Context: an optimization exercise on an open-source flow, tuned for small area. The choices shown serve that exercise and are no tape-out recipe.
The RTL was checked by simulation tests, not by an equivalence proof against the original design.
Power and IR drop assume default switching activity.

## config.mk

```make
export PLATFORM = sky130hd
export DESIGN_NAME = column_processing_unit_top
export DESIGN_NICKNAME = column_processing_unit_top
export VERILOG_FILES = /design/flow/design.v
export SDC_FILE = /design/flow/constraint.sdc
export NUM_CORES = 4
export LEC_CHECK = 0
export CAP_MARGIN = 20
export CORE_AREA = 10 10 750 750
export DIE_AREA = 0 0 760 760
export SLEW_MARGIN = 20
```

## constraint.sdc

```tcl
create_clock -name core_clock -period 10.0 [get_ports {clk}]
set_input_delay 2.0000 -clock core_clock [delete_from_list [all_inputs] [get_ports {clk}]]
set_output_delay 2.0000 -clock core_clock [all_outputs]
set_load 0.01 [all_outputs]
```

## design.v

```verilog
`timescale 1ns / 1ps
module thermo2binary_core (
    input  wire       clk,
    input  wire       ph_sign,
    input  wire       serial_in,
    input  wire       count_en,
    output reg  [4:0] count,
    output reg        sign_n    
);
    wire [4:0] c;
    wire [4:0] inc;
    assign c[0] = serial_in & count_en;
    genvar i;
    generate
        for (i = 0; i < 5; i = i + 1) begin : gen_inc
            assign inc[i] = count[i] ^ c[i];
            if (i < 4) begin : gen_c
                assign c[i+1] = count[i] & c[i];
            end
        end
    endgenerate
    always @(posedge clk) begin
        count <= ph_sign ? 5'd0 : inc;
        if (ph_sign) sign_n <= serial_in;   
    end
endmodule
`timescale 1ns / 1ps
module thermo2binary_array_wrapper (
    input  wire clk,
    input  wire reset,
    input  wire clear,
    input  wire start,
    output wire ph_sign,
    output wire last,       
    output wire xfer_a,
    output wire first_a,
    output wire xfer_b,
    output wire first_b,
    output reg  valid,
    output reg  ready
);
    reg [5:0] ph;
    assign last = (ph == 6'd34);
    assign ph_sign = (ph == 6'd1);
    always @(posedge clk) begin
        if (reset)
            ph <= 6'd0;
        else if (ph == 6'd0)
            ph <= start ? 6'd1 : 6'd0;
        else if (last)
            ph <= 6'd0;
        else
            ph <= ph + 6'd1;
        valid <= !reset && last;
    end
    reg [3:0] cnt;
    reg       full_d;
    wire      full = cnt[3];
    always @(posedge clk) begin
        if (clear)
            cnt <= 4'd0;
        else if (valid && !full)
            cnt <= cnt + 4'd1;
        full_d <= !clear && full;
        ready  <= !clear && full_d;
    end
    assign first_a = clear || (cnt == 4'd0);
    assign xfer_a  = last && !reset && (clear || !full);
    assign first_b = (cnt == 4'd0);
    assign xfer_b  = valid && !clear && !full;
endmodule
`timescale 1ns / 1ps
module column_adder (
    input  wire        clk,
    input  wire        xfer,
    input  wire        first,
    input  wire [4:0]  count,
    input  wire        sign_n,    
    output wire [14:0] column_sum
);
    reg  [13:0] A;
    wire [5:0]  a = first ? 6'd0 : A[13:8];    
    wire [5:0] cy;
    wire [6:0] h;
    wire       a5n = ~a[5];
    assign cy[0] = 1'b0;
    genvar i;
    generate
        for (i = 0; i < 5; i = i + 1) begin : gen_add
            assign h[i] = a[i] ^ count[i] ^ cy[i];
            assign cy[i+1] = (a[i] & count[i]) | (cy[i] & (a[i] ^ count[i]));
        end
    endgenerate
    assign h[5] = a5n ^ sign_n ^ cy[5];
    assign h[6] = ~((a5n & sign_n) | (cy[5] & (a5n ^ sign_n)));
    always @(posedge clk) begin
        if (xfer) A <= {h, A[7:1]};
    end
    assign column_sum = {A[13], A};
endmodule
`timescale 1ns / 1ps
module column_adder_array (
    input  wire                clk,
    input  wire                ph_sign,     
    input  wire                hold_b,      
    input  wire                sel,         
    input  wire                xfer_a,
    input  wire                first_a,
    input  wire                xfer_b,
    input  wire                first_b,
    input  wire [7:0]          serial_in_a,
    input  wire [7:0]          serial_in_b,
    output wire [7:0][14:0]    column_sum_a,
    output wire [7:0][14:0]    column_sum_b,
    output wire [23:0]         final_vector_sum_a,
    output wire [23:0]         final_vector_sum_b
);
    wire [7:0][4:0] na, nb;
    wire [7:0]      sa, sb;    
    genvar c;
    generate
        for (c = 0; c < 8; c = c + 1) begin : gen_lane
            thermo2binary_core conv_a (
                .clk(clk), .ph_sign(ph_sign), .serial_in(serial_in_a[c]), .count_en(1'b1),
                .count(na[c]), .sign_n(sa[c])
            );
            column_adder acc_a (
                .clk(clk), .xfer(xfer_a), .first(first_a),
                .count(na[c]), .sign_n(sa[c]), .column_sum(column_sum_a[c])
            );
            thermo2binary_core conv_b (
                .clk(clk), .ph_sign(ph_sign), .serial_in(serial_in_b[c]), .count_en(!hold_b),
                .count(nb[c]), .sign_n(sb[c])
            );
            column_adder acc_b (
                .clk(clk), .xfer(xfer_b), .first(first_b),
                .count(nb[c]), .sign_n(sb[c]), .column_sum(column_sum_b[c])
            );
        end
    endgenerate
    reg  [21:2] Fa, Fb;
    wire [13:0] fta = first_a ? 14'd0 : Fa[21:8];
    wire [13:0] ftb = first_b ? 14'd0 : Fb[21:8];
    wire [13:0] ft = sel ? ftb : fta;
    wire [7:0][4:0] n = sel ? nb : na;
    wire [7:0]      s = sel ? sb : sa;
    wire [4:0] n0 = n[0], n1 = n[1], n2 = n[2], n3 = n[3];
    wire [4:0] n4 = n[4], n5 = n[5], n6 = n[6], n7 = n[7];
    wire [14:0] hF;
  wire ts1;
  wire tc2;
  assign ts1 = ft[1] ^ n0[1] ^ n1[0];
  assign tc2 = (ft[1] & n0[1]) | (ft[1] & n1[0]) | (n0[1] & n1[0]);
  wire ts3;
  wire tc4;
  assign ts3 = ft[2] ^ n0[2] ^ n1[1];
  assign tc4 = (ft[2] & n0[2]) | (ft[2] & n1[1]) | (n0[2] & n1[1]);
  wire ts5;
  wire tc6;
  assign ts5 = ft[3] ^ n0[3] ^ n1[2];
  assign tc6 = (ft[3] & n0[3]) | (ft[3] & n1[2]) | (n0[3] & n1[2]);
  wire ts7;
  wire tc8;
  assign ts7 = ft[4] ^ n0[4] ^ n1[3];
  assign tc8 = (ft[4] & n0[4]) | (ft[4] & n1[3]) | (n0[4] & n1[3]);
  wire ts9;
  wire tc10;
  assign ts9 = n2[2] ^ n3[1] ^ n4[0];
  assign tc10 = (n2[2] & n3[1]) | (n2[2] & n4[0]) | (n3[1] & n4[0]);
  wire ts11;
  wire tc12;
  assign ts11 = ft[5] ^ s[0] ^ n1[4];
  assign tc12 = (ft[5] & s[0]) | (ft[5] & n1[4]) | (s[0] & n1[4]);
  wire ts13;
  wire tc14;
  assign ts13 = n2[3] ^ n3[2] ^ n4[1];
  assign tc14 = (n2[3] & n3[2]) | (n2[3] & n4[1]) | (n3[2] & n4[1]);
  wire ts15;
  wire tc16;
  assign ts15 = ft[6] ^ s[1] ^ n2[4];
  assign tc16 = (ft[6] & s[1]) | (ft[6] & n2[4]) | (s[1] & n2[4]);
  wire ts17;
  wire tc18;
  assign ts17 = n3[3] ^ n4[2] ^ n5[1];
  assign tc18 = (n3[3] & n4[2]) | (n3[3] & n5[1]) | (n4[2] & n5[1]);
  wire ts19;
  wire tc20;
  assign ts19 = ft[7] ^ s[2] ^ n3[4];
  assign tc20 = (ft[7] & s[2]) | (ft[7] & n3[4]) | (s[2] & n3[4]);
  wire ts21;
  wire tc22;
  assign ts21 = n4[3] ^ n5[2] ^ n6[1];
  assign tc22 = (n4[3] & n5[2]) | (n4[3] & n6[1]) | (n5[2] & n6[1]);
  wire ts23;
  wire tc24;
  assign ts23 = ft[8] ^ s[3] ^ n4[4];
  assign tc24 = (ft[8] & s[3]) | (ft[8] & n4[4]) | (s[3] & n4[4]);
  wire ts25;
  wire tc26;
  assign ts25 = n5[3] ^ n6[2] ^ n7[1];
  assign tc26 = (n5[3] & n6[2]) | (n5[3] & n7[1]) | (n6[2] & n7[1]);
  wire ts27;
  wire tc28;
  assign ts27 = ft[9] ^ s[4] ^ n5[4];
  assign tc28 = (ft[9] & s[4]) | (ft[9] & n5[4]) | (s[4] & n5[4]);
  wire ts29;
  wire tc30;
  assign ts29 = ft[10] ^ s[5] ^ n6[4];
  assign tc30 = (ft[10] & s[5]) | (ft[10] & n6[4]) | (s[5] & n6[4]);
  wire ts31;
  wire tc32;
  assign ts31 = ft[11] ^ s[6] ^ n7[4];
  assign tc32 = (ft[11] & s[6]) | (ft[11] & n7[4]) | (s[6] & n7[4]);
  wire ts33;
  wire tc34;
  assign ts33 = tc2 ^ ts3 ^ n2[0];
  assign tc34 = (tc2 & ts3) | (tc2 & n2[0]) | (ts3 & n2[0]);
  wire ts35;
  wire tc36;
  assign ts35 = tc4 ^ ts5 ^ n2[1];
  assign tc36 = (tc4 & ts5) | (tc4 & n2[1]) | (ts5 & n2[1]);
  wire ts37;
  wire tc38;
  assign ts37 = tc6 ^ ts7 ^ ts9;
  assign tc38 = (tc6 & ts7) | (tc6 & ts9) | (ts7 & ts9);
  wire ts39;
  wire tc40;
  assign ts39 = tc8 ^ tc10 ^ ts11;
  assign tc40 = (tc8 & tc10) | (tc8 & ts11) | (tc10 & ts11);
  wire ts41;
  wire tc42;
  assign ts41 = ts13 ^ n5[0] ^ 1'b1;
  assign tc42 = (ts13 & n5[0]) | (ts13 & 1'b1) | (n5[0] & 1'b1);
  wire ts43;
  wire tc44;
  assign ts43 = tc12 ^ tc14 ^ ts15;
  assign tc44 = (tc12 & tc14) | (tc12 & ts15) | (tc14 & ts15);
  wire ts45;
  wire tc46;
  assign ts45 = tc16 ^ tc18 ^ ts19;
  assign tc46 = (tc16 & tc18) | (tc16 & ts19) | (tc18 & ts19);
  wire ts47;
  wire tc48;
  assign ts47 = tc20 ^ tc22 ^ ts23;
  assign tc48 = (tc20 & tc22) | (tc20 & ts23) | (tc22 & ts23);
  wire ts49;
  wire tc50;
  assign ts49 = tc24 ^ tc26 ^ ts27;
  assign tc50 = (tc24 & tc26) | (tc24 & ts27) | (tc26 & ts27);
  wire ts51;
  wire tc52;
  assign ts51 = tc28 ^ ts29 ^ n7[3];
  assign tc52 = (tc28 & ts29) | (tc28 & n7[3]) | (ts29 & n7[3]);
  wire ts53;
  wire tc54;
  assign ts53 = tc32 ^ ft[12] ^ s[7];
  assign tc54 = (tc32 & ft[12]) | (tc32 & s[7]) | (ft[12] & s[7]);
  wire ts55;
  wire tc56;
  assign ts55 = tc34 ^ ts35 ^ n3[0];
  assign tc56 = (tc34 & ts35) | (tc34 & n3[0]) | (ts35 & n3[0]);
  wire ts57;
  wire tc58;
  assign ts57 = tc38 ^ ts39 ^ ts41;
  assign tc58 = (tc38 & ts39) | (tc38 & ts41) | (ts39 & ts41);
  wire ts59;
  wire tc60;
  assign ts59 = tc40 ^ tc42 ^ ts43;
  assign tc60 = (tc40 & tc42) | (tc40 & ts43) | (tc42 & ts43);
  wire ts61;
  wire tc62;
  assign ts61 = tc44 ^ ts45 ^ ts21;
  assign tc62 = (tc44 & ts45) | (tc44 & ts21) | (ts45 & ts21);
  wire ts63;
  wire tc64;
  assign ts63 = tc46 ^ ts47 ^ ts25;
  assign tc64 = (tc46 & ts47) | (tc46 & ts25) | (ts47 & ts25);
  wire ts65;
  wire tc66;
  assign ts65 = tc48 ^ ts49 ^ n6[3];
  assign tc66 = (tc48 & ts49) | (tc48 & n6[3]) | (ts49 & n6[3]);
  wire ts67;
  wire tc68;
  assign ts67 = tc52 ^ tc30 ^ ts31;
  assign tc68 = (tc52 & tc30) | (tc52 & ts31) | (tc30 & ts31);
  wire ts69;
  wire tc70;
  assign ts69 = tc56 ^ tc36 ^ ts37;
  assign tc70 = (tc56 & tc36) | (tc56 & ts37) | (tc36 & ts37);
  wire ts71;
  wire tc72;
  assign ts71 = tc58 ^ ts59 ^ ts17;
  assign tc72 = (tc58 & ts59) | (tc58 & ts17) | (ts59 & ts17);
  wire ts73;
  wire tc74;
  assign ts73 = tc60 ^ ts61 ^ n7[0];
  assign tc74 = (tc60 & ts61) | (tc60 & n7[0]) | (ts61 & n7[0]);
  wire ts75;
  wire tc76;
  assign ts75 = tc64 ^ ts65 ^ n7[2];
  assign tc76 = (tc64 & ts65) | (tc64 & n7[2]) | (ts65 & n7[2]);
  wire ts77;
  wire tc78;
  assign ts77 = tc66 ^ tc50 ^ ts51;
  assign tc78 = (tc66 & tc50) | (tc66 & ts51) | (tc50 & ts51);
  wire ts79;
  wire tc80;
  assign ts79 = tc74 ^ tc62 ^ ts63;
  assign tc80 = (tc74 & tc62) | (tc74 & ts63) | (tc62 & ts63);
  wire ts81;
  wire tc82;
  assign ts81 = ft[0] ^ n0[0];
  assign tc82 = ft[0] & n0[0];
  wire ts83;
  wire tc84;
  assign ts83 = ts1 ^ tc82;
  assign tc84 = ts1 & tc82;
  wire ts85;
  wire tc86;
  assign ts85 = ts33 ^ tc84;
  assign tc86 = ts33 & tc84;
  wire ts87;
  wire tc88;
  assign ts87 = ts55 ^ tc86;
  assign tc88 = ts55 & tc86;
  wire ts89;
  wire tc90;
  assign ts89 = ts69 ^ tc88;
  assign tc90 = ts69 & tc88;
  wire ts91;
  wire tc92;
  assign ts91 = tc70 ^ ts57 ^ tc90;
  assign tc92 = (tc70 & ts57) | (tc70 & tc90) | (ts57 & tc90);
  wire ts93;
  wire tc94;
  assign ts93 = ts71 ^ n6[0] ^ tc92;
  assign tc94 = (ts71 & n6[0]) | (ts71 & tc92) | (n6[0] & tc92);
  wire ts95;
  wire tc96;
  assign ts95 = tc72 ^ ts73 ^ tc94;
  assign tc96 = (tc72 & ts73) | (tc72 & tc94) | (ts73 & tc94);
  wire ts97;
  wire tc98;
  assign ts97 = ts79 ^ tc96;
  assign tc98 = ts79 & tc96;
  wire ts99;
  wire tc100;
  assign ts99 = tc80 ^ ts75 ^ tc98;
  assign tc100 = (tc80 & ts75) | (tc80 & tc98) | (ts75 & tc98);
  wire ts101;
  wire tc102;
  assign ts101 = tc76 ^ ts77 ^ tc100;
  assign tc102 = (tc76 & ts77) | (tc76 & tc100) | (ts77 & tc100);
  wire ts103;
  wire tc104;
  assign ts103 = tc78 ^ ts67 ^ tc102;
  assign tc104 = (tc78 & ts67) | (tc78 & tc102) | (ts67 & tc102);
  wire ts105;
  wire tc106;
  assign ts105 = tc68 ^ ts53 ^ tc104;
  assign tc106 = (tc68 & ts53) | (tc68 & tc104) | (ts53 & tc104);
  wire ts107;
  wire tc108;
  assign ts107 = tc54 ^ ~ft[13] ^ tc106;
  assign tc108 = (tc54 & ~ft[13]) | (tc54 & tc106) | (~ft[13] & tc106);
  wire ts109;
  assign ts109 = 1'b1 ^ tc108;
  assign hF[0] = ts81;
  assign hF[1] = ts83;
  assign hF[2] = ts85;
  assign hF[3] = ts87;
  assign hF[4] = ts89;
  assign hF[5] = ts91;
  assign hF[6] = ts93;
  assign hF[7] = ts95;
  assign hF[8] = ts97;
  assign hF[9] = ts99;
  assign hF[10] = ts101;
  assign hF[11] = ts103;
  assign hF[12] = ts105;
  assign hF[13] = ts107;
  assign hF[14] = ts109;
    always @(posedge clk) begin
        if (xfer_a) Fa <= {hF, Fa[7:3]};
        if (xfer_b) Fb <= {hF, Fb[7:3]};
    end
    assign final_vector_sum_a = {Fa[21], Fa[21], Fa,
                                 column_sum_a[0][1] ^ column_sum_a[1][0], column_sum_a[0][0]};
    assign final_vector_sum_b = {Fb[21], Fb[21], Fb,
                                 column_sum_b[0][1] ^ column_sum_b[1][0], column_sum_b[0][0]};
endmodule
`timescale 1ns / 1ps
module column_processing_unit_top #(
    parameter NUM_UNITS = 16,
    parameter NUM_COLUMNS = 8,
    parameter COLUMN_SUM_WIDTH = 15,
    parameter FINAL_VECTOR_SUM_WIDTH = 24
)(
    input  wire clk,
    input  wire reset,
    input  wire clear,
    input  wire global_accumulation_enable,
    input  wire start_conversion,
    input  wire [NUM_UNITS-1:0][NUM_COLUMNS-1:0] serial_thermo_in,
    output wire signed [NUM_UNITS-1:0][NUM_COLUMNS-1:0][COLUMN_SUM_WIDTH-1:0] column_sum,
    output wire signed [NUM_UNITS-1:0][FINAL_VECTOR_SUM_WIDTH-1:0] final_vector_sum,
    output wire [NUM_UNITS-1:0] conversion_valid,
    output wire [NUM_UNITS-1:0] column_sum_ready,
    output wire [NUM_UNITS-1:0] processing_complete
);
    wire ph_sign, last, xfer_a, first_a, xfer_b, first_b, valid, ready;
    thermo2binary_array_wrapper ctrl (
        .clk(clk), .reset(reset), .clear(clear),
        .start(global_accumulation_enable && start_conversion),
        .ph_sign(ph_sign), .last(last),
        .xfer_a(xfer_a), .first_a(first_a), .xfer_b(xfer_b), .first_b(first_b),
        .valid(valid), .ready(ready)
    );
    assign conversion_valid    = {NUM_UNITS{valid}};
    assign column_sum_ready    = {NUM_UNITS{ready}};
    assign processing_complete = {NUM_UNITS{ready}};
    genvar u;
    generate
        for (u = 0; u < NUM_UNITS/2; u = u + 1) begin : gen_pair
            column_adder_array pair (
                .clk(clk), .ph_sign(ph_sign), .hold_b(last), .sel(valid),
                .xfer_a(xfer_a), .first_a(first_a), .xfer_b(xfer_b), .first_b(first_b),
                .serial_in_a(serial_thermo_in[u]),
                .serial_in_b(serial_thermo_in[u + NUM_UNITS/2]),
                .column_sum_a(column_sum[u]),
                .column_sum_b(column_sum[u + NUM_UNITS/2]),
                .final_vector_sum_a(final_vector_sum[u]),
                .final_vector_sum_b(final_vector_sum[u + NUM_UNITS/2])
            );
        end
    endgenerate
endmodule
```

## flow/run.sh

```bash
#!/bin/bash
# Own layout flow: the standard ORFS flow (standard.sh) with
#  - the standard synthesis, followed by an inverter clean-up around the
#    full adders (polarity.py) and a new ABC mapping of the plain gates
#    around them (reabc.ys); registers and their cells are untouched,
#  - the smallest buffer (buf_1) on every input and output port,
#  - IO pins one track apart, so a smaller die fits all 2485 pins,
#  - clock tree: larger sink clusters and no dummy loads.
# If an attempt fails (routing congestion) or leaves antenna violations,
# the layout is redone from the floorplan on a larger die.
# Every tool's output goes to a log file in the work folder.
set -uo pipefail
RES=$PWD/orfs/results/sky130hd/column_processing_unit_top/base
cat > my_config.mk <<EOM
include $PWD/config.mk
export BUFFER_PORTS_ARGS = -buffer_cell sky130_fd_sc_hd__buf_1
export PLACE_PINS_ARGS = -min_distance 1 -min_distance_in_tracks
export CTS_ARGS = -sink_clustering_enable -repair_clock_nets -buf_list sky130_fd_sc_hd__clkbuf_16 -sink_clustering_size 22 -sink_clustering_max_diameter 80 -dont_use_dummy_load
EOM
sed "s#DESIGN_CONFIG=[^ ]*#DESIGN_CONFIG=$PWD/my_config.mk#" standard.sh > my_standard.sh
bash my_standard.sh $RES/1_2_yosys.v > flow_synth.log 2>&1 || exit 1
cp $RES/1_2_yosys.v 1_2_yosys_standard.v
python3 flow/polarity.py 1_2_yosys_standard.v 1_2_yosys_polarity.v > flow_polarity.log 2>&1 || exit 1
YOSYS=$FLOW_HOME/../tools/install/yosys/bin/yosys
[[ -x $YOSYS ]] || YOSYS=yosys
LIB=$FLOW_HOME/platforms/sky130hd/lib/sky130_fd_sc_hd__tt_025C_1v80.lib
sed -e "s#@LIB@#$LIB#g" -e "s#@IN@#$PWD/1_2_yosys_polarity.v#" -e "s#@OUT@#$PWD/1_2_yosys_reabc.v#" \
    -e "s#@TOP@#$FLOW_TOP#g" -e "s#@FLOW@#$FLOW_HOME#g" flow/reabc.ys > reabc_run.ys
$YOSYS -q -l flow_reabc.log reabc_run.ys > /dev/null 2>&1 || exit 1
cp 1_2_yosys_reabc.v $RES/1_2_yosys.v

cat > check_ant.tcl <<EOM
read_db $RES/6_final.odb
set n [check_antennas]
puts "ANTENNA_COUNT \$n"
EOM

k=0
for die in 760 860 960; do
  k=$((k+1))
  rm -f $RES/2_* $RES/3_* $RES/4_* $RES/5_* $RES/6_* out/final.def
  c=$((die-10))
  sed -e "s#'CORE_AREA=[^']*'#'CORE_AREA=10 10 $c $c'#" -e "s#'DIE_AREA=[^']*'#'DIE_AREA=0 0 $die $die'#" \
      my_standard.sh > my_standard_$k.sh
  if bash my_standard_$k.sh finish > flow_make_$k.log 2>&1 && [[ -f out/final.def ]]; then
    openroad -no_init -exit check_ant.tcl > flow_antenna_$k.log 2>&1
    n=$(sed -n 's/.*ANTENNA_COUNT \([0-9]*\).*/\1/p' flow_antenna_$k.log | tail -1)
    if [[ "$n" == "0" ]]; then
      exit 0
    fi
  fi
done
exit 1
```

## flow/polarity.py

```python
#!/usr/bin/env python3
"""Inverter clean-up for a flat Yosys gate netlist (sky130hd).

Yosys's extract_fa often builds a full adder on inverted inputs and then adds
inverters around it.  Since FA(~a,~b,~c) = (~SUM, ~COUT), a full adder may be
"flipped": all its inputs and both outputs change polarity.  This script picks
the flips that need the fewest inverters (greedy local search), then rewrites
the netlist.  Only inv_1 cells and fa_1 cells are touched; registers and every
other cell keep their names, types and connections (up to signal polarity
handled by inverters), so the logic is unchanged.

usage: polarity.py in.v out.v
"""
import os, re, sys
from collections import defaultdict

src = open(sys.argv[1]).read()
m = re.search(r'\bmodule\s+(\w+)', src)
mod_start = m.start()
endm = src.rindex('endmodule')
body = src[mod_start:endm]

# statements
stmts = []
for st in re.finditer(r'[^;]*;', body, re.S):
    stmts.append(st.group(0))

cell_re = re.compile(r'\s*(sky130_fd_sc_hd__\w+)\s+(\S+)\s*\((.*)\)\s*;\s*$', re.S)
pin_re = re.compile(r'\.(\w+)\(\s*([^()]*?)\s*\)')
OUTS = {'X', 'Y', 'Q', 'Q_N', 'SUM', 'COUT', 'HI', 'LO'}

cells = []     # (idx, type, name, [(pin, net)])
other = []
ports = set()
for i, s in enumerate(stmts):
    cm = cell_re.match(s)
    if cm:
        typ, name, pins = cm.groups()
        cells.append([i, typ, name, pin_re.findall(pins)])
    else:
        pm = re.match(r'\s*(input|output|inout)\s*(\[[^\]]*\])?\s*([^;]*);', s)
        if pm:
            rng = pm.group(2)
            for n in pm.group(3).split(','):
                n = n.strip()
                if rng:
                    hi, lo = map(int, rng[1:-1].split(':'))
                    for k in range(min(hi, lo), max(hi, lo) + 1):
                        ports.add('%s[%d]' % (n, k))
                else:
                    ports.add(n)
        if re.match(r'\s*assign\b', s):
            # nets in assigns are treated as fixed (ports-like)
            for n in re.findall(r'[\\\w][^\s=;,{}]*(?:\s*\[\d+\])?', s.split('assign', 1)[1]):
                ports.add(n.replace(' ', ''))

def norm(n):
    return n.replace(' ', '')

def is_inv(t):
    return re.match(r'sky130_fd_sc_hd__inv_1$', t) is not None

# drivers
driver = {}
for c in cells:
    for p, n in c[3]:
        if p in OUTS:
            driver[norm(n)] = (c, p)

# inverter classes: root(net) -> (root, parity)
inv_cells = [c for c in cells if is_inv(c[1])]
inv_in = {}
for c in inv_cells:
    d = dict(c[3])
    inv_in[norm(d['Y'])] = norm(d['A'])

def root(n):
    par = 0
    seen = 0
    while n in inv_in and seen < 100:
        n = inv_in[n]; par ^= 1; seen += 1
    return n, par

fa_cells = [c for c in cells if c[1] == 'sky130_fd_sc_hd__fa_1']
fa_id = {id(c): k for k, c in enumerate(fa_cells)}
flip = [0] * len(fa_cells)

# requirement list per root: (kind, ref, parity) kind 'fix' or ('fa', k)
req = defaultdict(list)
names_of = defaultdict(lambda: [set(), set()])   # root -> [names with parity 0, parity 1]
for c in cells:
    if is_inv(c[1]):
        continue
    for p, n in c[3]:
        if p in OUTS:
            continue
        n = norm(n)
        if n.startswith("1'b") or n.startswith("1'h"):
            continue
        r, par = root(n)
        names_of[r][par].add(n)
        if c[1] == 'sky130_fd_sc_hd__fa_1':
            req[r].append((fa_id[id(c)], par))
        else:
            req[r].append((None, par))
for n in ports:
    if n in inv_in or n in driver:
        r, par = root(n)
        names_of[r][par].add(n)
        req[r].append((None, par))
for y in inv_in:
    r, par = root(y)
    names_of[r][par].add(y)

# root provider: FA output or fixed
prov = {}
SOFT = os.environ.get('POLARITY_SOFT', '0') == '1'
soft = set()
for r in list(req.keys()):
    d = driver.get(r)
    if d and d[0][1] == 'sky130_fd_sc_hd__fa_1':
        prov[r] = fa_id[id(d[0])]
    else:
        prov[r] = None
        # a plain single-output gate can be remapped to give either polarity
        if SOFT and d and r not in ports and not re.search(r'(fa|ha|df|edf|sdf|dl|conb)', d[0][1].replace('sky130_fd_sc_hd__', '')) and d[1] in ('X', 'Y'):
            soft.add(r)

fa_roots = defaultdict(set)
for r, lst in req.items():
    for k, par in lst:
        if k is not None:
            fa_roots[k].add(r)
    if prov[r] is not None:
        fa_roots[prov[r]].add(r)

def cost(r):
    if r in soft:
        need = set()
        for k, par in req[r]:
            need.add(par ^ (flip[k] if k is not None else 0))
        return max(0, len(need) - 1)
    has = prov[r]
    provided = flip[has] if has is not None else 0
    need = set()
    for k, par in req[r]:
        need.add(par ^ (flip[k] if k is not None else 0))
    return len(need - {provided})

before = sum(cost(r) for r in req)
improved = True
it = 0
while improved and it < 50:
    improved = False; it += 1
    for k in range(len(fa_cells)):
        rs = fa_roots[k]
        c0 = sum(cost(r) for r in rs)
        flip[k] ^= 1
        c1 = sum(cost(r) for r in rs)
        if c1 < c0:
            improved = True
        else:
            flip[k] ^= 1
after = sum(cost(r) for r in req)
sys.stderr.write("polarity: inverters %d -> %d (%d flips, %d inv cells before)\n" %
                 (before, after, sum(flip), len(inv_cells)))

# rewrite
new_inv = []
cnt = [0]
def netname(r, par):
    s = sorted(names_of[r][par])
    for n in s:
        if n in ports:
            return n
    if s:
        return s[0]
    if par == 0:
        return r
    cnt[0] += 1
    n = '_pol%d_' % cnt[0]
    names_of[r][par].add(n)
    return n

decl = []
conn = {}   # (root, par) -> physical net name
for r in req:
    has = prov[r]
    provided = flip[has] if has is not None else 0
    need = set()
    for k, par in req[r]:
        need.add(par ^ (flip[k] if k is not None else 0))
    # port names must exist with their polarity
    for par in (0, 1):
        if any(n in ports for n in names_of[r][par]):
            need.add(par)
    pn = netname(r, provided)
    conn[(r, provided)] = pn
    for par in need - {provided}:
        on = netname(r, par)
        conn[(r, par)] = on
        new_inv.append((pn, on))
    # extra names of the same polarity that are ports must be aliased
    for par in (0, 1):
        if (r, par) in conn:
            for n in names_of[r][par]:
                if n in ports and n != conn[(r, par)]:
                    new_inv.append(('ALIAS', conn[(r, par)], n))

def fmt(n):
    return n if n.startswith('\\') is False else n + ' '

out_stmts = list(stmts)
drop = set(c[0] for c in inv_cells)
for c in cells:
    if is_inv(c[1]):
        continue
    isfa = c[1] == 'sky130_fd_sc_hd__fa_1'
    f = flip[fa_id[id(c)]] if isfa else 0
    newpins = []
    for p, n in c[3]:
        n0 = norm(n)
        if n0.startswith("1'b") or n0.startswith("1'h"):
            newpins.append((p, n)); continue
        if p in OUTS:
            if n0 in req:
                newpins.append((p, conn[(n0, f)] if isfa else conn.get((n0, 0), n0)))
            else:
                newpins.append((p, n0))
        else:
            r, par = root(n0)
            newpins.append((p, conn[(r, par ^ f)]))
    txt = '  %s %s (\n%s\n  );' % (c[1], c[2], ',\n'.join('    .%s(%s)' % (p, fmt(n)) for p, n in newpins))
    out_stmts[c[0]] = txt
for i in drop:
    out_stmts[i] = ''
extra = []
declared = set(re.findall(r'wire\s+(?:\[[^\]]*\]\s*)?([^;\s]+(?: )?)\s*;', body))
k = 0
for item in new_inv:
    if item[0] == 'ALIAS':
        extra.append('  sky130_fd_sc_hd__buf_1 _polbuf%d_ (\n    .A(%s),\n    .X(%s)\n  );' % (k, fmt(item[1]), fmt(item[2])))
    else:
        a, y = item
        extra.append('  sky130_fd_sc_hd__inv_1 _polinv%d_ (\n    .A(%s),\n    .Y(%s)\n  );' % (k, fmt(a), fmt(y)))
    k += 1
for par_names in names_of.values():
    for s in par_names:
        for n in s:
            if n.startswith('_pol'):
                extra.insert(0, '  wire %s;' % n)
res = src[:mod_start] + ''.join(out_stmts) + '\n' + '\n'.join(extra) + '\n' + src[endm:]
open(sys.argv[2], 'w').write(res)
```

## flow/reabc.ys

```
# Re-map the plain gates of the netlist after polarity.py. Full and half
# adders and flip-flops are kept as they are (black boxes); everything else
# is flattened to gates and mapped again by ABC with ORFS's speed script.
read_liberty -ignore_miss_func @LIB@
read_verilog @IN@
hierarchy -top @TOP@
blackbox sky130_fd_sc_hd__fa_1 sky130_fd_sc_hd__ha_1 sky130_fd_sc_hd__edfxtp_1 sky130_fd_sc_hd__dfxtp_1 sky130_fd_sc_hd__conb_1
flatten
rename -hide w:_*_.*
opt_clean -purge
abc -script @FLOW@/scripts/abc_speed.script -liberty @LIB@ -dont_use sky130_fd_sc_hd__probe_p_8 -dont_use sky130_fd_sc_hd__probec_p_8 -dont_use sky130_fd_sc_hd__lpflow_bleeder_1 -dont_use sky130_fd_sc_hd__lpflow_clkbufkapwr_1 -dont_use sky130_fd_sc_hd__lpflow_clkbufkapwr_16 -dont_use sky130_fd_sc_hd__lpflow_clkbufkapwr_2 -dont_use sky130_fd_sc_hd__lpflow_clkbufkapwr_4 -dont_use sky130_fd_sc_hd__lpflow_clkbufkapwr_8 -dont_use sky130_fd_sc_hd__lpflow_clkinvkapwr_1 -dont_use sky130_fd_sc_hd__lpflow_clkinvkapwr_16 -dont_use sky130_fd_sc_hd__lpflow_clkinvkapwr_2 -dont_use sky130_fd_sc_hd__lpflow_clkinvkapwr_4 -dont_use sky130_fd_sc_hd__lpflow_clkinvkapwr_8 -dont_use sky130_fd_sc_hd__lpflow_decapkapwr_12 -dont_use sky130_fd_sc_hd__lpflow_decapkapwr_3 -dont_use sky130_fd_sc_hd__lpflow_decapkapwr_4 -dont_use sky130_fd_sc_hd__lpflow_decapkapwr_6 -dont_use sky130_fd_sc_hd__lpflow_decapkapwr_8 -dont_use sky130_fd_sc_hd__lpflow_inputiso0n_1 -dont_use sky130_fd_sc_hd__lpflow_inputiso0p_1 -dont_use sky130_fd_sc_hd__lpflow_inputiso1n_1 -dont_use sky130_fd_sc_hd__lpflow_inputiso1p_1 -dont_use sky130_fd_sc_hd__lpflow_inputisolatch_1 -dont_use sky130_fd_sc_hd__lpflow_isobufsrc_1 -dont_use sky130_fd_sc_hd__lpflow_isobufsrc_16 -dont_use sky130_fd_sc_hd__lpflow_isobufsrc_2 -dont_use sky130_fd_sc_hd__lpflow_isobufsrc_4 -dont_use sky130_fd_sc_hd__lpflow_isobufsrc_8 -dont_use sky130_fd_sc_hd__lpflow_isobufsrckapwr_16 -dont_use sky130_fd_sc_hd__lpflow_lsbuf_lh_hl_isowell_tap_1 -dont_use sky130_fd_sc_hd__lpflow_lsbuf_lh_hl_isowell_tap_2 
opt_clean -purge
setundef -zero
splitnets
insbuf -buf sky130_fd_sc_hd__buf_4 A X
hilomap -singleton -hicell sky130_fd_sc_hd__conb_1 HI -locell sky130_fd_sc_hd__conb_1 LO
opt_clean -purge
stat -top @TOP@ -liberty @LIB@
write_verilog -noattr -noexpr -selected @OUT@
```

## standard.sh

```bash
#!/bin/bash
# synth_recipe.tcl (not shown) runs the flow's synth.tcl, then flattens the netlist and writes it again
# the make line also repeats each setting of config.mk as NAME=value (left out here)
make -C /OpenROAD-flow-scripts/flow DESIGN_CONFIG=/design/flow/config.mk WORK_HOME=/design/flow/orfs CLKGATE_MAP_FILE= SYNTH_SCRIPT=/design/flow/synth_recipe.tcl "${@:-finish}"
```

==> metrics.md, run 1 <==
| Metric | Value |
|---|---|
| Worst IR Drop VDD | 0.250 mV |
| Crit path max fanout | 6 |
| Worst Setup Start Kind | primary input |
| Top Metal Used | met5 |
| Worst setup EP type | register |
| Endpoints failing hold | 0 |
| Worst min-delay path class | register to register |
| Flop2flop setup slack | 2080 ps |
| Initial drt markers | 6310 |
| Die area | 578000 um^2 |
| Root buf cell | clkbuf_16 |
| Pre-CTS WS | 546 ps |
| Cts-stage hold buffer count | 0 |
| Core region area | 545000 um^2 |
| Netlist Area Pre-Place | 129000 um^2 |
| Tmin final | 8440 ps |
| F_max | 118 MHz |
| Max-cap violations | 0 |
| Vias post-DR | 72900 |
| Outcome | timing/DRC/antenna clean |
| Final GP Congestion | 0.917 |
| Vias in the first global route | 76400 |
| PD cells | 224 nW/um^2 |
| Final setup fails | 0 |
| Fillers | 55600 |
| Global route overflow | 0 |
| Syn avg cell area | 16.9 um^2 |
| Most used cell, CP | fa_1 |
| Wire per inst | 28.1 um |
| Warnings from Yosys | 4 |
| Post-DRT Antenna Nets | 0 |
| TritonCTS clock tree | yes |
| Total track usage | 16.2% |
| Initial antenna violation count | 88 |
| M1 WL | 186 mm |
| Register area | 80300 um^2 |
| CP Cell Sequence | buf_1 > nor2_4 > buf_4 > buf_4 > a22o_1 > nand2_1 > fa_1 > fa_1 > fa_1 > fa_1 > inv_1 > ha_1 > fa_1 > fa_1 > fa_1 > ha_1 > fa_1 > fa_1 > fa_1 > fa_1 > fa_1 |
| Slowest stage delay, CP | 590 ps |
| Detailed placer's ending HPWL | 394 mm |
| Met3 wire len | 40.0 mm |
| Clock Sinks | 2893 |
| Initial Utilization | 23.7% |
| Drt total wl | 486 mm |
| Reg2Reg Capture Point | gen_pair[7].pair.Fa[20] |
| Setup ws final | 1560 ps |
| Leak | 53.9 nW |
| Post-CTS Resized | 0 |
| Pin count of the biggest net entering global routing | 160 |
| Worst Hold Path Cells | 0 |
| Critical-path top delay cell | fa_1 |
| Area of the multi-input gates | 44700 um^2 |
| Worst slew pin tran | 1210 ps |
| Total Nets Final | 11900 |
| Deepest clock path buffer count | 4 |
| Drt drc | 0 |
| Row cnt | 271 |
| First drt pass iteration count | 8 |
| Worst Path Required | 10550 ps |
| R2r startpoint | ctrl.valid |
| First-pass GRT wire length | 660 mm |
| I/O pin cnt | 2485 |
| Setup Buffers After CTS | 0 |
| Ratio of cells with drive above 1 in the final layout | 4.19% |
| Worst Reg-to-Reg Cells | 18 |
| Hold path start | gen_pair[6].pair.gen_lane[3].acc_b.A[5] |
| Die Y | 760 um |
| Layout area overhead | 16.8% |
| Relative slew slack | 19.2% |
| CTS clock-pin slew for the worst setup and hold paths | 90 ps |
| Chip Width | 760 um |
| RSZ-0062 raised after global routing | false |
| Setup TNS | 0 ps |
| Drt via density | 4.21 |
| Post-Syn Instances | 7643 |
| Met2 WL | 212 mm |
| CTS H-tree lvls | 4 |
| TritonCTS Buffers | 199 |
| Worst-Skew Late Latency | 960 ps |
| WP data arrival | 8990 ps |
| PortBufs | 2484 |
| Hold endpoint | gen_pair[6].pair.gen_lane[3].acc_b.A[4] |
| Synth Net Count | 9494 |
| Clock skew | 184 ps |
| Commonest non-fill, non-tap cell in the layout | buf_1 |
| CP Class | primary input to register |
| Max Slew Vio Count | 0 |
| Share of the cycle needed by the critical path after routing | 84.4% |
| Most frequent cells in the layout | buf_1 (2482), edfxtp_1 (2240), fa_1 (1016) |
power by group:
group	total (mW)	internal (mW)	leakage (nW)	switching (mW)
clock	7.58	3.50	2.45	4.08
sequential	17.0	15.6	25.6	1.43
combinational	9.14	4.16	25.8	4.98
total	33.8	23.3	53.9	10.5
routing by layer:
layer | vias to the layer above | GRT usage, %
met3 | 1172 | 4.60
met2 | 3464 | 24.4
met1 | 37400 | 19.3
li1 | 30800 | -
met4 | 28 | 13.2
met5 | - | 0.188
worst max-delay path by stage:
stage	start	to	slack (ps)
6_report	clear	gen_pair[4].pair.Fa[20]	1560
5_1_grt	clear	gen_pair[0].pair.Fb[20]	1410
4_1_cts	clear	gen_pair[4].pair.Fa[20]	1560
3_5_place_dp	clear	gen_pair[4].pair.Fa[20]	550
3_3_place_gp	clear	gen_pair[0].pair.Fa[20]	600
2_1_floorplan	clear	gen_pair[0].pair.Fa[10]	-25700
registers in the layout, indices dropped and copies added (netlist names):
signal	cells
gen_pair.pair.gen_lane.acc_a.A	896
gen_pair.pair.gen_lane.acc_b.A	896
gen_pair.pair.gen_lane.conv_a.count	320
gen_pair.pair.gen_lane.conv_b.count	320
gen_pair.pair.Fa	160
gen_pair.pair.Fb	160
gen_pair.pair.gen_lane.conv_a.sign_n	64
gen_pair.pair.gen_lane.conv_b.sign_n	64
ctrl.ph	6
ctrl.cnt	4
ctrl.full_d	1
ctrl.ready	1
ctrl.valid	1
critical path, delay by kind of cell:
family / cells / cell delay, ps
AND/OR/NAND/NOR: 2 / 240
AO/OA/AOI/OAI: 1 / 150
adder cells (fa/ha/maj): 14 / 5730
buffers and inverters: 4 / 810
through the flow:
stage / instances / instance area (um^2) / utilization (%) / hold WS (ps) / power, mW
floorplan: 7643 / 129000 / - / 414 / 22.9
global placement: 17000 / 146000 / 26.7 / 425 / 26.1
detailed placement: 17000 / 146000 / 26.7 / 429 / 26.5
CTS: 17200 / 151000 / 27.7 / 338 / 34.2
global route: 17300 / 151000 / 27.7 / 363 / 36.1
finish: 17300 / 151000 / 27.7 / 347 / 33.8
cell type report:
class / count / share of cell area, %
multi-input cells: 3993 / 29.6
flip-flops and latches: 2893 / 53.2
clock buffers: 199 / 3.30
repair buffers: 2577 / 6.89
diodes: 48 / 0.0796
well taps: 7234 / 6.00
inverters: 349 / 0.873
==> inputs of run 2 (changes only) <==
--- a/design.v
+++ b/design.v
@@ -72,14 +72,18 @@
 `timescale 1ns / 1ps
 module column_adder (
     input  wire        clk,
-    input  wire        xfer,
-    input  wire        first,
+    input  wire        sel,
+    input  wire        xfer_a,
+    input  wire        first_a,
+    input  wire        xfer_b,
+    input  wire        first_b,
     input  wire [4:0]  count,
     input  wire        sign_n,    
-    output wire [14:0] column_sum
+    output wire [14:0] column_sum_a,
+    output wire [14:0] column_sum_b
 );
-    reg  [13:0] A;
-    wire [5:0]  a = first ? 6'd0 : A[13:8];    
+    reg  [13:0] Aa, Ab;
+    wire [5:0]  a = sel ? (first_b ? 6'd0 : Ab[13:8]) : (first_a ? 6'd0 : Aa[13:8]);
     wire [5:0] cy;
     wire [6:0] h;
     wire       a5n = ~a[5];
@@ -94,9 +98,11 @@
     assign h[5] = a5n ^ sign_n ^ cy[5];
     assign h[6] = ~((a5n & sign_n) | (cy[5] & (a5n ^ sign_n)));
     always @(posedge clk) begin
-        if (xfer) A <= {h, A[7:1]};
+        if (xfer_a) Aa <= {h, Aa[7:1]};
+        if (xfer_b) Ab <= {h, Ab[7:1]};
     end
-    assign column_sum = {A[13], A};
+    assign column_sum_a = {Aa[13], Aa};
+    assign column_sum_b = {Ab[13], Ab};
 endmodule
 `timescale 1ns / 1ps
 module column_adder_array (
@@ -117,6 +123,8 @@
 );
     wire [7:0][4:0] na, nb;
     wire [7:0]      sa, sb;    
+    wire [7:0][4:0] n = sel ? nb : na;
+    wire [7:0]      s = sel ? sb : sa;
     genvar c;
     generate
         for (c = 0; c < 8; c = c + 1) begin : gen_lane
@@ -124,17 +132,15 @@
                 .clk(clk), .ph_sign(ph_sign), .serial_in(serial_in_a[c]), .count_en(1'b1),
                 .count(na[c]), .sign_n(sa[c])
             );
-            column_adder acc_a (
-                .clk(clk), .xfer(xfer_a), .first(first_a),
-                .count(na[c]), .sign_n(sa[c]), .column_sum(column_sum_a[c])
-            );
             thermo2binary_core conv_b (
                 .clk(clk), .ph_sign(ph_sign), .serial_in(serial_in_b[c]), .count_en(!hold_b),
                 .count(nb[c]), .sign_n(sb[c])
             );
-            column_adder acc_b (
-                .clk(clk), .xfer(xfer_b), .first(first_b),
-                .count(nb[c]), .sign_n(sb[c]), .column_sum(column_sum_b[c])
+            column_adder acc (
+                .clk(clk), .sel(sel),
+                .xfer_a(xfer_a), .first_a(first_a), .xfer_b(xfer_b), .first_b(first_b),
+                .count(n[c]), .sign_n(s[c]),
+                .column_sum_a(column_sum_a[c]), .column_sum_b(column_sum_b[c])
             );
         end
     endgenerate
@@ -142,8 +148,6 @@
     wire [13:0] fta = first_a ? 14'd0 : Fa[21:8];
     wire [13:0] ftb = first_b ? 14'd0 : Fb[21:8];
     wire [13:0] ft = sel ? ftb : fta;
-    wire [7:0][4:0] n = sel ? nb : na;
-    wire [7:0]      s = sel ? sb : sa;
     wire [4:0] n0 = n[0], n1 = n[1], n2 = n[2], n3 = n[3];
     wire [4:0] n4 = n[4], n5 = n[5], n6 = n[6], n7 = n[7];
     wire [14:0] hF;
==> metrics.md, run 2 <==
| Metric | Value |
|---|---|
| TritonCTS clock tree | yes (unchanged) |
| Root buf cell | clkbuf_16 (unchanged) |
| Vias post-DR | 68400 (was 72900) |
| CP Class | primary input to register (unchanged) |
| Initial Utilization | 22.1% (was 23.7%) |
| Crit path max fanout | 28 (was 6) |
| Total track usage | 14.9% (was 16.2%) |
| Net Sw Frac | 29.7% (was 31.1%) |
| Hold path start | gen_pair[1].pair.gen_lane[4].acc.Aa[2] (was gen_pair[6].pair.gen_lane[3].acc_b.A[5]) |
| F_max | 120 MHz (was 118 MHz) |
| Clock Sinks | 2893 (unchanged) |
| Core region area | 545000 um^2 (unchanged) |
| Worst Setup Start Kind | primary input (unchanged) |
| CTS H-tree lvls | 4 (unchanged) |
| Chip Width | 760 um (unchanged) |
| Total Nets Final | 10700 (was 11900) |
| Drt drc | 0 (unchanged) |
| Internal | 22.5 mW (was 23.3 mW) |
| Detailed placer's ending HPWL | 365 mm (was 394 mm) |
| Global route overflow | 0 (unchanged) |
| Setup TNS | 0 ps (unchanged) |
| GRT met1 Usage | 16.2% (was 19.3%) |
| Final setup fails | 0 (unchanged) |
| Most frequent cells in the layout | buf_1 (2482), edfxtp_1 (2240), fa_1 (696) (was buf_1 (2482), edfxtp_1 (2240), fa_1 (1016)) |
| Cts-stage hold buffer count | 0 (unchanged) |
| Leak | 49.7 nW (was 53.9 nW) |
| RSZ-0062 raised after global routing | false (unchanged) |
| Drt via density | 4.12 (was 4.21) |
| Worst setup EP type | register (unchanged) |
| Clock share of power | 22.9% (was 22.5%) |
| PortBufs | 2484 (unchanged) |
| Max-cap violations | 0 (unchanged) |
| Placed inst area | 137000 um^2 (was 146000 um^2) |
| Deepest clock path buffer count | 4 (unchanged) |
| Post-route cell area | 143000 um^2 (was 151000 um^2) |
| Post-DRT Antenna Nets | 0 (unchanged) |
| Worst-Skew Late Latency | 1000 ps (was 960 ps) |
| Max Slew Vio Count | 0 (unchanged) |
| Drt total wl | 451 mm (was 486 mm) |
| WP data arrival | 8960 ps (was 8990 ps) |
| Row cnt | 271 (unchanged) |
| Clock skew | 192 ps (was 184 ps) |
| Syn avg cell area | 17.5 um^2 (was 16.9 um^2) |
| Wire per inst | 27.2 um (was 28.1 um) |
| Worst min-delay path class | register to register (unchanged) |
| Vias in the first global route | 71300 (was 76400) |
| Final GP Congestion | 0.902 (was 0.917) |
| Warnings from Yosys | 4 (unchanged) |
| Post-layout util | 26.1% (was 27.7%) |
| R2r startpoint | ctrl.cnt[0] (was ctrl.valid) |
| Outcome | timing/DRC/antenna clean (unchanged) |
| Share of the cycle needed by the critical path after routing | 83.3% (was 84.4%) |
| Largest registers | gen_pair.pair.gen_lane.acc.Aa: 896 flops, gen_pair.pair.gen_lane.acc.Ab: 896 flops (was gen_pair.pair.gen_lane.acc_a.A: 896 flops, gen_pair.pair.gen_lane.acc_b.A: 896 flops) |
| Post-Syn Instances | 6900 (was 7643) |
| PD cells | 225 nW/um^2 (was 224 nW/um^2) |
| Die Y | 760 um (unchanged) |
| M3 GR Usage | 4.62% (was 4.60%) |
| First drt pass iteration count | 6 (was 8) |
| First-pass GRT wire length | 607 mm (was 660 mm) |
| Relative slew slack | 22.1% (was 19.2%) |
| I/O pin cnt | 2485 (unchanged) |
| Setup Buffers After CTS | 0 (unchanged) |
| Tmin final | 8330 ps (was 8440 ps) |
| Fillers | 56000 (was 55600) |
| Worst IR Drop VDD | 0.218 mV (was 0.250 mV) |
| Layout area overhead | 18.2% (was 16.8%) |
| Ratio of cells with drive above 1 in the final layout | 6.08% (was 4.19%) |
| Switching pwr | 9.51 mW (was 10.5 mW) |
| Post-CTS Resized | 0 (unchanged) |
| Synth Net Count | 8367 (was 9494) |
| Power consumption | 32.0 mW (was 33.8 mW) |
| Met2 Resource Use GR | 23.7% (was 24.4%) |
| Endpoints failing hold | 0 (unchanged) |
| TritonCTS Buffers | 192 (was 199) |
| Commonest non-fill, non-tap cell in the layout | buf_1 (unchanged) |
| Worst Path Required | 10630 ps (was 10550 ps) |
| Worst slew pin tran | 1140 ps (was 1210 ps) |
| CTS clock-pin slew for the worst setup and hold paths | 100 ps (was 90 ps) |
| Crit path from | clear (unchanged) |
| Netlist Area Pre-Place | 121000 um^2 (was 129000 um^2) |
| GRT Max-Usage Layer | met2 (unchanged) |
| Pin count of the biggest net entering global routing | 147 (was 160) |
| Reg power frac | 49.3% (was 50.5%) |
| Combinational power share | 27.8% (was 27.1%) |
| Initial antenna violation count | 116 (was 88) |
| Initial drt markers | 5495 (was 6310) |
| Die area | 578000 um^2 (unchanged) |
## run 2: final timing paths
kind              cells after the start  slack [ps]                                     end
setup / recovery                     19        1670                 gen_pair[2].pair.Fb[20]
hold / removal                        0         370  gen_pair[1].pair.gen_lane[4].acc.Aa[1]
hold reg to reg                       0         370  gen_pair[1].pair.gen_lane[4].acc.Aa[1]
setup reg to reg                     21        1740                 gen_pair[5].pair.Fb[20]
## run 2: metrics by stage
step / hold WS (ps) / std cells / worst slack, ps
final: 370 / 16600 / 1670
after global routing: 381 / 16600 / 1420
after CTS: 389 / 16500 / 1690
after detailed placement: 429 / 16300 / 650
after global placement: 426 / 16300 / 731
after floorplan: 414 / 6900 / -17370
## run 2: per-layer routing
layer  vias up  part of all wire, %
li1      29100                    -
met1     34600                   35
met2      3513                   46
met3      1144                  8.7
met4        28                  9.8
met5         -                 0.11
## run 2: cell type report
class | count | area [um^2] | area share, %
sequential | 2893 | 80300 | 56.4
multi-input combinational | 3102 | 35900 | 25.2
timing repair buffer | 2588 | 10300 | 7.25
tap | 7234 | 9050 | 6.35
clock buffer | 192 | 4800 | 3.37
inverter | 494 | 1860 | 1.31
antenna | 103 | 258 | 0.181
## run 2: critical path, stage by stage
cell	delay (ps)
buf_1	150
nor3_4	220
buf_12	240
buf_12	300
a22o_1	230
fa_1	410
fa_1	490
fa_1	440
fa_1	490
ha_1	220
fa_1	400
fa_1	390
fa_1	370
ha_1	210
fa_1	390
fa_1	460
fa_1	510
fa_1	480
fa_1	490
## run 2: power groups by stage
stage | clock network [mW] | logic (mW) | registers [mW]
finish | 7.34 | 8.90 | 15.8
global route | 8.00 | 10.3 | 15.9
CTS | 7.60 | 9.18 | 15.8
detailed placement | 0 | 9.04 | 16.1
global placement | 0 | 8.68 | 16.0
floorplan | 0 | 5.84 | 15.9
==> inputs of run 3 (changes only) <==
--- a/design.v
+++ b/design.v
@@ -26,21 +26,20 @@
 endmodule
 `timescale 1ns / 1ps
 module thermo2binary_array_wrapper (
-    input  wire clk,
-    input  wire reset,
-    input  wire clear,
-    input  wire start,
-    output wire ph_sign,
-    output wire last,       
-    output wire xfer_a,
-    output wire first_a,
-    output wire xfer_b,
-    output wire first_b,
-    output reg  valid,
-    output reg  ready
+    input  wire       clk,
+    input  wire       reset,
+    input  wire       clear,
+    input  wire       start,
+    output wire       ph_sign,
+    output wire [2:0] cnt_en,
+    output wire [2:0] sel,
+    output wire [2:0] keep,
+    output wire [2:0] xfer,
+    output reg        valid,
+    output reg        ready
 );
     reg [5:0] ph;
-    assign last = (ph == 6'd34);
+    wire last = (ph == 6'd34);
     assign ph_sign = (ph == 6'd1);
     always @(posedge clk) begin
         if (reset)
@@ -55,35 +54,45 @@
     end
     reg [3:0] cnt;
     reg       full_d;
+    reg       valid_d, acc_d, keep_d;
     wire      full = cnt[3];
+    wire      none = (cnt == 4'd0);
+    wire      acc  = valid && !clear && !full;
     always @(posedge clk) begin
         if (clear)
             cnt <= 4'd0;
         else if (valid && !full)
             cnt <= cnt + 4'd1;
-        full_d <= !clear && full;
-        ready  <= !clear && full_d;
+        full_d  <= !clear && full;
+        ready   <= !clear && full_d;
+        valid_d <= valid;
+        acc_d   <= acc;
+        keep_d  <= !none;
     end
-    assign first_a = clear || (cnt == 4'd0);
-    assign xfer_a  = last && !reset && (clear || !full);
-    assign first_b = (cnt == 4'd0);
-    assign xfer_b  = valid && !clear && !full;
+    assign sel    = {valid_d, valid, !(valid || valid_d)};
+    assign xfer   = {acc_d, acc, last && !reset && (clear || !full)};
+    assign keep   = {valid_d && keep_d, valid && !none, !(valid || valid_d) && !clear && !none};
+    assign cnt_en = {!(last || valid), !last, 1'b1};
 endmodule
 `timescale 1ns / 1ps
-module column_adder (
-    input  wire        clk,
-    input  wire        sel,
-    input  wire        xfer_a,
-    input  wire        first_a,
-    input  wire        xfer_b,
-    input  wire        first_b,
-    input  wire [4:0]  count,
-    input  wire        sign_n,    
-    output wire [14:0] column_sum_a,
-    output wire [14:0] column_sum_b
+module column_adder #(
+    parameter NU = 3
+)(
+    input  wire                 clk,
+    input  wire [NU-1:0]        keep,
+    input  wire [NU-1:0]        xfer,
+    input  wire [4:0]           count,
+    input  wire                 sign_n,    
+    output wire [NU-1:0][14:0]  column_sum
 );
-    reg  [13:0] Aa, Ab;
-    wire [5:0]  a = sel ? (first_b ? 6'd0 : Ab[13:8]) : (first_a ? 6'd0 : Aa[13:8]);
+    wire [NU-1:0][5:0] top;    
+    reg  [5:0] a;
+    integer k;
+    always @(*) begin
+        a = 6'd0;
+        for (k = 0; k < NU; k = k + 1)
+            a = a | (top[k] & {6{keep[k]}});
+    end
     wire [5:0] cy;
     wire [6:0] h;
     wire       a5n = ~a[5];
@@ -94,60 +103,71 @@
             assign h[i] = a[i] ^ count[i] ^ cy[i];
             assign cy[i+1] = (a[i] & count[i]) | (cy[i] & (a[i] ^ count[i]));
         end
+        for (i = 0; i < NU; i = i + 1) begin : gen_reg
+            reg [13:0] A;
+            always @(posedge clk) begin
+                if (xfer[i]) A <= {h, A[7:1]};
+            end
+            assign top[i] = A[13:8];
+            assign column_sum[i] = {A[13], A};
+        end
     endgenerate
     assign h[5] = a5n ^ sign_n ^ cy[5];
     assign h[6] = ~((a5n & sign_n) | (cy[5] & (a5n ^ sign_n)));
-    always @(posedge clk) begin
-        if (xfer_a) Aa <= {h, Aa[7:1]};
-        if (xfer_b) Ab <= {h, Ab[7:1]};
-    end
-    assign column_sum_a = {Aa[13], Aa};
-    assign column_sum_b = {Ab[13], Ab};
 endmodule
 `timescale 1ns / 1ps
-module column_adder_array (
-    input  wire                clk,
-    input  wire                ph_sign,     
-    input  wire                hold_b,      
-    input  wire                sel,         
-    input  wire                xfer_a,
-    input  wire                first_a,
-    input  wire                xfer_b,
-    input  wire                first_b,
-    input  wire [7:0]          serial_in_a,
-    input  wire [7:0]          serial_in_b,
-    output wire [7:0][14:0]    column_sum_a,
-    output wire [7:0][14:0]    column_sum_b,
-    output wire [23:0]         final_vector_sum_a,
-    output wire [23:0]         final_vector_sum_b
+module column_adder_array #(
+    parameter NU = 3
+)(
+    input  wire                     clk,
+    input  wire                     ph_sign,    
+    input  wire [NU-1:0]            cnt_en,     
+    input  wire [NU-1:0]            sel,        
+    input  wire [NU-1:0]            keep,       
+    input  wire [NU-1:0]            xfer,       
+    input  wire [NU-1:0][7:0]       serial_in,
+    output wire [NU-1:0][7:0][14:0] column_sum,
+    output wire [NU-1:0][23:0]      final_vector_sum
 );
-    wire [7:0][4:0] na, nb;
-    wire [7:0]      sa, sb;    
-    wire [7:0][4:0] n = sel ? nb : na;
-    wire [7:0]      s = sel ? sb : sa;
-    genvar c;
+    wire [NU-1:0][7:0][4:0] nu;
+    wire [NU-1:0][7:0]      su;    
+    reg [7:0][4:0] n;
+    reg [7:0]      s;
+    integer k;
+    always @(*) begin
+        n = 40'd0;
+        s = 8'd0;
+        for (k = 0; k < NU; k = k + 1) begin
+            n = n | (nu[k] & {40{sel[k]}});
+            s = s | (su[k] & {8{sel[k]}});
+        end
+    end
+    wire [7:0][NU-1:0][14:0] cs;    
+    genvar c, u;
     generate
         for (c = 0; c < 8; c = c + 1) begin : gen_lane
-            thermo2binary_core conv_a (
-                .clk(clk), .ph_sign(ph_sign), .serial_in(serial_in_a[c]), .count_en(1'b1),
-                .count(na[c]), .sign_n(sa[c])
-            );
-            thermo2binary_core conv_b (
-                .clk(clk), .ph_sign(ph_sign), .serial_in(serial_in_b[c]), .count_en(!hold_b),
-                .count(nb[c]), .sign_n(sb[c])
-            );
-            column_adder acc (
-                .clk(clk), .sel(sel),
-                .xfer_a(xfer_a), .first_a(first_a), .xfer_b(xfer_b), .first_b(first_b),
-                .count(n[c]), .sign_n(s[c]),
-                .column_sum_a(column_sum_a[c]), .column_sum_b(column_sum_b[c])
+            for (u = 0; u < NU; u = u + 1) begin : gen_conv
+                thermo2binary_core conv (
+                    .clk(clk), .ph_sign(ph_sign), .serial_in(serial_in[u][c]),
+                    .count_en(cnt_en[u]), .count(nu[u][c]), .sign_n(su[u][c])
+                );
+            end
+            column_adder #(.NU(NU)) acc (
+                .clk(clk), .keep(keep), .xfer(xfer),
+                .count(n[c]), .sign_n(s[c]), .column_sum(cs[c])
             );
+            for (u = 0; u < NU; u = u + 1) begin : gen_cs
+                assign column_sum[u][c] = cs[c][u];
+            end
         end
     endgenerate
-    reg  [21:2] Fa, Fb;
-    wire [13:0] fta = first_a ? 14'd0 : Fa[21:8];
-    wire [13:0] ftb = first_b ? 14'd0 : Fb[21:8];
-    wire [13:0] ft = sel ? ftb : fta;
+    wire [NU-1:0][13:0] ftop;    
+    reg  [13:0] ft;
+    always @(*) begin
+        ft = 14'd0;
+        for (k = 0; k < NU; k = k + 1)
+            ft = ft | (ftop[k] & {14{keep[k]}});
+    end
     wire [4:0] n0 = n[0], n1 = n[1], n2 = n[2], n3 = n[3];
     wire [4:0] n4 = n[4], n5 = n[5], n6 = n[6], n7 = n[7];
     wire [14:0] hF;
@@ -384,14 +404,18 @@
   assign hF[12] = ts105;
   assign hF[13] = ts107;
   assign hF[14] = ts109;
-    always @(posedge clk) begin
-        if (xfer_a) Fa <= {hF, Fa[7:3]};
-        if (xfer_b) Fb <= {hF, Fb[7:3]};
-    end
-    assign final_vector_sum_a = {Fa[21], Fa[21], Fa,
-                                 column_sum_a[0][1] ^ column_sum_a[1][0], column_sum_a[0][0]};
-    assign final_vector_sum_b = {Fb[21], Fb[21], Fb,
-                                 column_sum_b[0][1] ^ column_sum_b[1][0], column_sum_b[0][0]};
+    generate
+        for (u = 0; u < NU; u = u + 1) begin : gen_f
+            reg [21:2] F;
+            always @(posedge clk) begin
+                if (xfer[u]) F <= {hF, F[7:3]};
+            end
+            assign ftop[u] = F[21:8];
+            assign final_vector_sum[u] = {F[21], F[21], F,
+                                          column_sum[u][0][1] ^ column_sum[u][1][0],
+                                          column_sum[u][0][0]};
+        end
+    endgenerate
 endmodule
 `timescale 1ns / 1ps
 module column_processing_unit_top #(
@@ -412,29 +436,35 @@
     output wire [NUM_UNITS-1:0] column_sum_ready,
     output wire [NUM_UNITS-1:0] processing_complete
 );
-    wire ph_sign, last, xfer_a, first_a, xfer_b, first_b, valid, ready;
+    wire ph_sign, valid, ready;
+    wire [2:0] cnt_en, sel, keep, xfer;
     thermo2binary_array_wrapper ctrl (
         .clk(clk), .reset(reset), .clear(clear),
         .start(global_accumulation_enable && start_conversion),
-        .ph_sign(ph_sign), .last(last),
-        .xfer_a(xfer_a), .first_a(first_a), .xfer_b(xfer_b), .first_b(first_b),
+        .ph_sign(ph_sign), .cnt_en(cnt_en), .sel(sel), .keep(keep), .xfer(xfer),
         .valid(valid), .ready(ready)
     );
     assign conversion_valid    = {NUM_UNITS{valid}};
     assign column_sum_ready    = {NUM_UNITS{ready}};
     assign processing_complete = {NUM_UNITS{ready}};
-    genvar u;
+    genvar g;
     generate
-        for (u = 0; u < NUM_UNITS/2; u = u + 1) begin : gen_pair
-            column_adder_array pair (
-                .clk(clk), .ph_sign(ph_sign), .hold_b(last), .sel(valid),
-                .xfer_a(xfer_a), .first_a(first_a), .xfer_b(xfer_b), .first_b(first_b),
-                .serial_in_a(serial_thermo_in[u]),
-                .serial_in_b(serial_thermo_in[u + NUM_UNITS/2]),
-                .column_sum_a(column_sum[u]),
-                .column_sum_b(column_sum[u + NUM_UNITS/2]),
-                .final_vector_sum_a(final_vector_sum[u]),
-                .final_vector_sum_b(final_vector_sum[u + NUM_UNITS/2])
+        for (g = 0; g < 4; g = g + 1) begin : gen_trio
+            column_adder_array #(.NU(3)) grp (
+                .clk(clk), .ph_sign(ph_sign),
+                .cnt_en(cnt_en), .sel(sel), .keep(keep), .xfer(xfer),
+                .serial_in(serial_thermo_in[3*g+2 : 3*g]),
+                .column_sum(column_sum[3*g+2 : 3*g]),
+                .final_vector_sum(final_vector_sum[3*g+2 : 3*g])
+            );
+        end
+        for (g = 0; g < 2; g = g + 1) begin : gen_pair
+            column_adder_array #(.NU(2)) grp (
+                .clk(clk), .ph_sign(ph_sign),
+                .cnt_en(cnt_en[1:0]), .sel(sel[1:0]), .keep(keep[1:0]), .xfer(xfer[1:0]),
+                .serial_in(serial_thermo_in[12+2*g+1 : 12+2*g]),
+                .column_sum(column_sum[12+2*g+1 : 12+2*g]),
+                .final_vector_sum(final_vector_sum[12+2*g+1 : 12+2*g])
             );
         end
     endgenerate
==> metrics.md, run 3 <==
| Metric | Value |
|---|---|
| Outcome | timing/DRC/antenna clean (unchanged) |
| Fillers | 56300 (was 56000) |
| Commonest non-fill, non-tap cell in the layout | buf_1 (unchanged) |
| Final GP Congestion | 0.922 (was 0.902) |
| Most frequent cells in the layout | buf_1 (2482), edfxtp_1 (2240), and2_0 (684) (was buf_1 (2482), edfxtp_1 (2240), fa_1 (696)) |
| WP data arrival | 9080 ps (was 8960 ps) |
| Drt total wl | 491 mm (was 451 mm) |
| Worst slew pin tran | 1170 ps (was 1140 ps) |
| Initial Utilization | 21.5% (was 22.1%) |
| Setup Buffers After CTS | 0 (unchanged) |
| Vias post-DR | 71400 (was 68400) |
| Max Slew Vio Count | 0 (unchanged) |
| Root buf cell | clkbuf_16 (unchanged) |
| RSZ-0062 raised after global routing | false (unchanged) |
| Synth Net Count | 8309 (was 8367) |
| Worst Setup Start Kind | primary input (unchanged) |
| Endpoints failing hold | 0 (unchanged) |
| Post-Syn Instances | 7046 (was 6900) |
| Clock skew | 158 ps (was 192 ps) |
| Tmin final | 8400 ps (was 8330 ps) |
| Pin count of the biggest net entering global routing | 161 (was 147) |
| PD cells | 233 nW/um^2 (was 225 nW/um^2) |
| Total Nets Final | 10700 (about the same) |
| Post-CTS Resized | 0 (unchanged) |
| Drt via density | 4.28 (was 4.12) |
| Drt drc | 0 (unchanged) |
| Post-DRT Antenna Nets | 0 (unchanged) |
| TritonCTS clock tree | yes (unchanged) |
| Detailed placer's ending HPWL | 390 mm (was 365 mm) |
| Worst min-delay path class | register to register (unchanged) |
| CTS H-tree lvls | 4 (unchanged) |
| First-pass GRT wire length | 649 mm (was 607 mm) |
| Leak | 49.8 nW (was 49.7 nW) |
| Register area | 80400 um^2 (was 80300 um^2) |
| Layout area overhead | 18.7% (was 18.2%) |
| Area of the multi-input gates | 33500 um^2 (was 35900 um^2) |
| Worst-Skew Late Latency | 940 ps (was 1000 ps) |
| Netlist Area Pre-Place | 117000 um^2 (was 121000 um^2) |
| Syn avg cell area | 16.7 um^2 (was 17.5 um^2) |
| Total track usage | 16.2% (was 14.9%) |
| Cts-stage hold buffer count | 0 (unchanged) |
| First drt pass iteration count | 5 (was 6) |
| Share of the cycle needed by the critical path after routing | 84.0% (was 83.3%) |
| Largest Register | gen_trio.grp.gen_lane.acc.gen.A |
| Core region area | 545000 um^2 (unchanged) |
| CTS clock-pin slew for the worst setup and hold paths | 90 ps (was 100 ps) |
| Deepest clock path buffer count | 4 (unchanged) |
| Die area | 578000 um^2 (unchanged) |
| PortBufs | 2484 (unchanged) |
| Max-cap violations | 0 (unchanged) |
| Crit path max fanout | 20 (was 28) |
| Setup TNS | 0 ps (unchanged) |
| Row cnt | 271 (unchanged) |
| Power consumption | 32.5 mW (was 32.0 mW) |
| I/O pin cnt | 2485 (unchanged) |
| Initial drt markers | 6773 (was 5495) |
| Clock Sinks | 2896 (was 2893) |
| TritonCTS Buffers | 195 (was 192) |
| Global route overflow | 0 (unchanged) |
| Worst IR Drop VDD | 0.236 mV (was 0.218 mV) |
| Ratio of cells with drive above 1 in the final layout | 3.29% (was 6.08%) |
| Die Y | 760 um (unchanged) |
| Worst Path Required | 10680 ps (was 10630 ps) |
| CP Class | primary input to register (unchanged) |
| Max reg flops | 1344 |
| F_max | 119 MHz (was 120 MHz) |
| Largest registers | gen_trio.grp.gen_lane.acc.gen.A: 1344 flops, gen_trio.grp.gen_lane.gen_conv.conv.count: 480 flops, gen_pair.grp.gen_lane.acc.gen.A: 448 flops (was gen_pair.pair.gen_lane.acc.Aa: 896 flops, gen_pair.pair.gen_lane.acc.Ab: 896 flops) |
| Worst setup EP type | register (unchanged) |
| Vias in the first global route | 72600 (was 71300) |
| Relative slew slack | 22.1% (about the same) |
| Final setup fails | 0 (unchanged) |
| Flop2flop setup slack | 1840 ps (was 1740 ps) |
| Initial antenna violation count | 107 (was 116) |
| Chip Width | 760 um (unchanged) |
| Warnings from Yosys | 6 (was 4) |
| Wire per inst | 29.4 um (was 27.2 um) |
[run 3: path summary, 6_finish.rpt]
kind	cells after the start	startpoint	end
worst max register to register	20	ctrl.cnt[0]	gen_pair[0].grp.gen_f[1].F[20]
worst max-delay path	19	clear	gen_pair[0].grp.gen_f[1].F[20]
worst min-delay path	0	gen_trio[0].grp.gen_lane[3].acc.gen_reg[0].A[6]	gen_trio[0].grp.gen_lane[3].acc.gen_reg[0].A[5]
worst min register to register	0	gen_trio[0].grp.gen_lane[3].acc.gen_reg[0].A[6]	gen_trio[0].grp.gen_lane[3].acc.gen_reg[0].A[5]
[run 3: stage by stage]
stage / setup WS (ps) / hold WS (ps) / std cells / utilization [%] / area (um^2)
global placement: 644 / 426 / 16400 / 24.6 / 134000
finish: 1600 / 407 / 16700 / 25.6 / 139000
CTS: 1700 / 413 / 16600 / 25.5 / 139000
detailed placement: 604 / 430 / 16400 / 24.6 / 134000
global route: 1410 / 418 / 16700 / 25.5 / 139000
floorplan: -12320 / 414 / 7046 / - / 117000
[run 3: power breakdown]
group / internal [mW] / switching [mW] / total [mW]
Sequential: 15.6 / 0.597 / 16.2
Combinational: 3.50 / 5.36 / 8.86
Clock: 3.43 / 3.96 / 7.40
[run 3: routing by layer]
layer / vias to the layer above / part of all wire, % / wire length (um) / global-route usage (%)
met1: 36000 / 38 / 189000 / 19.5
met5: - / 0.061 / 299 / 0.352
met3: 1278 / 9.7 / 47500 / 5.27
met2: 3911 / 43 / 210000 / 24.1
met4: 30 / 9.0 / 44000 / 12.0
li1: 30200 / - / - / -
[run 3: layout make-up]
cell class,count,share of cell area (%)
Antenna cell,56,0.101
Clock buffer,195,3.50
Inverter,278,0.754
Multi-Input combinational cell,3457,24.0
Sequential cell,2896,57.7
Tap cell,7234,6.50
Timing Repair Buffer,2578,7.43
[run 3: worst max-delay path, stage by stage]
cell,delay [ps]
buf_1,130
nor4_4,370
buf_12,230
a22oi_1,120
fa_1,570
fa_1,440
fa_1,420
fa_1,490
inv_1,40
ha_1,190
fa_1,480
fa_1,470
fa_1,450
ha_1,240
fa_1,460
fa_1,500
fa_1,480
fa_1,460
fa_1,500

separate check: timing with driven ports:
Ports are ideal in the flow. The routed layouts listed here were re-timed in OpenROAD. Step 1 sets driving cells, clkbuf_16 on the clock port and buf_2 on the other inputs (assumed; they add their load-dependent delay and slew). Step 2 also shifts input and output timing later by t, the mid clock arrival at the registers, as if the neighbouring blocks saw the same clock. Three values: ideal ports, drivers, drivers and shift; two values: the first two.
run	t, ns	setup slack, ns
run 1	0.981	1.558 / 1.639 / 0.658
run 2	0.999	1.666 / 1.623 / 0.624
run 3	0.957	1.601 / 1.572 / 0.615
After both steps every run listed still meets setup and hold.
